Source: an optimization exercise on an open RTL-to-GDS flow (aim: small area). Production flows keep margins and buffers that such runs may drop. In this exercise RTL edits were held to simulation tests only and were not proved equivalent to the original. Power is estimated from default activity; no workload was simulated.

Setup of job 6127:
==> flow/design.v (excerpt) <==
module QuadCopter(
  input wire clk,    
  input wire RST_n,  
  input wire RX,     
  input wire MISO,   
  input wire INT,    
  output wire SS_n,  
  output wire SCLK,  
  output wire MOSI,  
  output wire TX,    
  output wire FRNT,  
  output wire BCK,   
  output wire LFT,   
  output wire RGHT   
);
Size in the first run: ~3500 cells after synthesis, ~13 I/O pins, ~39000 sq um of cells after synthesis.
==> flow/config.mk <==
export PLATFORM = sky130hd
export DESIGN_NAME = QuadCopter
export DESIGN_NICKNAME = QuadCopter
export VERILOG_FILES = /design/flow/design.v
export SDC_FILE = /design/flow/constraint.sdc
export NUM_CORES = 4
export LEC_CHECK = 0
export ABC_AREA = 1
export CAP_MARGIN = 20
export CORE_MARGIN = 2
export CORE_UTILIZATION = 85
export CTS_BUF_LIST = sky130_fd_sc_hd__clkbuf_8
export CTS_CLUSTER_DIAMETER = 60
export CTS_CLUSTER_SIZE = 16
export PLACE_DENSITY = 0.92
export SLEW_MARGIN = 20
==> flow/constraint.sdc <==
create_clock -name core_clock -period 10.0 [get_ports {clk}]
set_input_delay 2.0000 -clock core_clock [delete_from_list [all_inputs] [get_ports {clk}]]
set_output_delay 2.0000 -clock core_clock [all_outputs]
set_load 0.01 [all_outputs]
run.sh (not shown) runs the stock make flow with config.mk's settings and CLKGATE_MAP_FILE= SYNTH_SCRIPT=/design/flow/synth_recipe.tcl, a recipe that flattens the netlist after the stock synthesis.
diff inputs: job 6127 => job 4911
Settings: swapping sky130_fd_sc_hd__clkbuf_8 for sky130_fd_sc_hd__clkbuf_16 in CTS_BUF_LIST; swapping 16 for 30 in CTS_CLUSTER_SIZE; swapping 60 for 80 in CTS_CLUSTER_DIAMETER; swapping 0.92 for 0.8 in PLACE_DENSITY; swapping 85 for 70 in CORE_UTILIZATION.
Compared with job 6127, job 4911 shows a lower share of final-layout standard cells stronger than drive strength 1. In job 4911, the placement-stage worst setup slack came out 0.094 ns below the value in job 6127. Changes observed in job 4911 relative to job 6127: global-route met2 utilization decreased 23 points, power share of the combinational group -0.4 points, transition time at the pin with the least slew margin fell by 0.088 ns, hold slack went up 0.010 ns. On flip-flop and latch share of the layout cell area, the lower figure sits with job 4911, not job 6127. Number of cells on the critical path was lower in the run labelled job 6127. In job 4911, H-tree level count is lower than in job 6127. Utilization job 6127 -> job 4911: down. Adder and majority cell fraction of the synthesized area of job 6127 is on par with job 4911.
### job 4911 -> job 4197
Settings: CORE_UTILIZATION now 85, was 70; CTS_CLUSTER_SIZE now 16, was 30; CTS_BUF_LIST now sky130_fd_sc_hd__clkbuf_8, was sky130_fd_sc_hd__clkbuf_16; PLACE_DENSITY now 0.92, was 0.8; CTS_CLUSTER_DIAMETER now 60, was 80; ABC_AREA no longer set, was 1.
## What came out
On job 4197: area overhead of the layout relative to synthesis is 1.1 points lower than what job 4911 gave.
Status: netlist area before placement parity (job 4911, job 4197)
Job 4197 ends up with lower die area than job 4911 does.
Job 4911 ended up with dfrtp_1 as its standard cell with the maximum stage delay on the critical path; job 4197 ended up with fa_1.
Comparing job 4911 and job 4197, the higher share of total power in sequential cells was measured on job 4197.
Relative contribution of combinational cells to total power in job 4197 is 2.2 points below job 4911.

* * *

Another version of the RTL of QuadCopter (not shown whole).
Size in the first run: ~3400 cells after synthesis, roughly 41000 um2 of cells after synthesis.
Design QuadCopter, start of the top module:
module QuadCopter(
  input wire clk,    
  input wire RST_n,  
  input wire RX,     
  input wire MISO,   
  input wire INT,    
  output wire SS_n,  
  output wire SCLK,  
  output wire MOSI,  
  output wire TX,    
  output wire FRNT,  
  output wire BCK,   
  output wire LFT,   
  output wire RGHT   
);
Settings: LEC_CHECK=0, CAP_MARGIN=20, CORE_MARGIN=2, CORE_UTILIZATION=40, CTS_BUF_LIST=sky130_fd_sc_hd__clkbuf_8, CTS_CLUSTER_DIAMETER=60, CTS_CLUSTER_SIZE=16, SLEW_MARGIN=20; clock period 10.0 ns.
Change:
--- a/flow/config.mk
+++ b/flow/config.mk
@@ -10,5 +10,5 @@
 export CORE_UTILIZATION = 40
-export CTS_BUF_LIST = sky130_fd_sc_hd__clkbuf_8
-export CTS_CLUSTER_DIAMETER = 60
-export CTS_CLUSTER_SIZE = 16
+export CTS_BUF_LIST = sky130_fd_sc_hd__clkbuf_16
+export CTS_CLUSTER_DIAMETER = 80
+export CTS_CLUSTER_SIZE = 30
 export SLEW_MARGIN = 20
After rerunning: Total power goes up by about 0.45%; sequential share of layout area is about the same; worst hold slack barely changes; global-route usage goes down by 0.19 points; wire length goes down by about 0.9%; clock-buffer cell count goes down by 32; via count goes down by 1.2%; maximum frequency barely changes; sequential power stays flat.
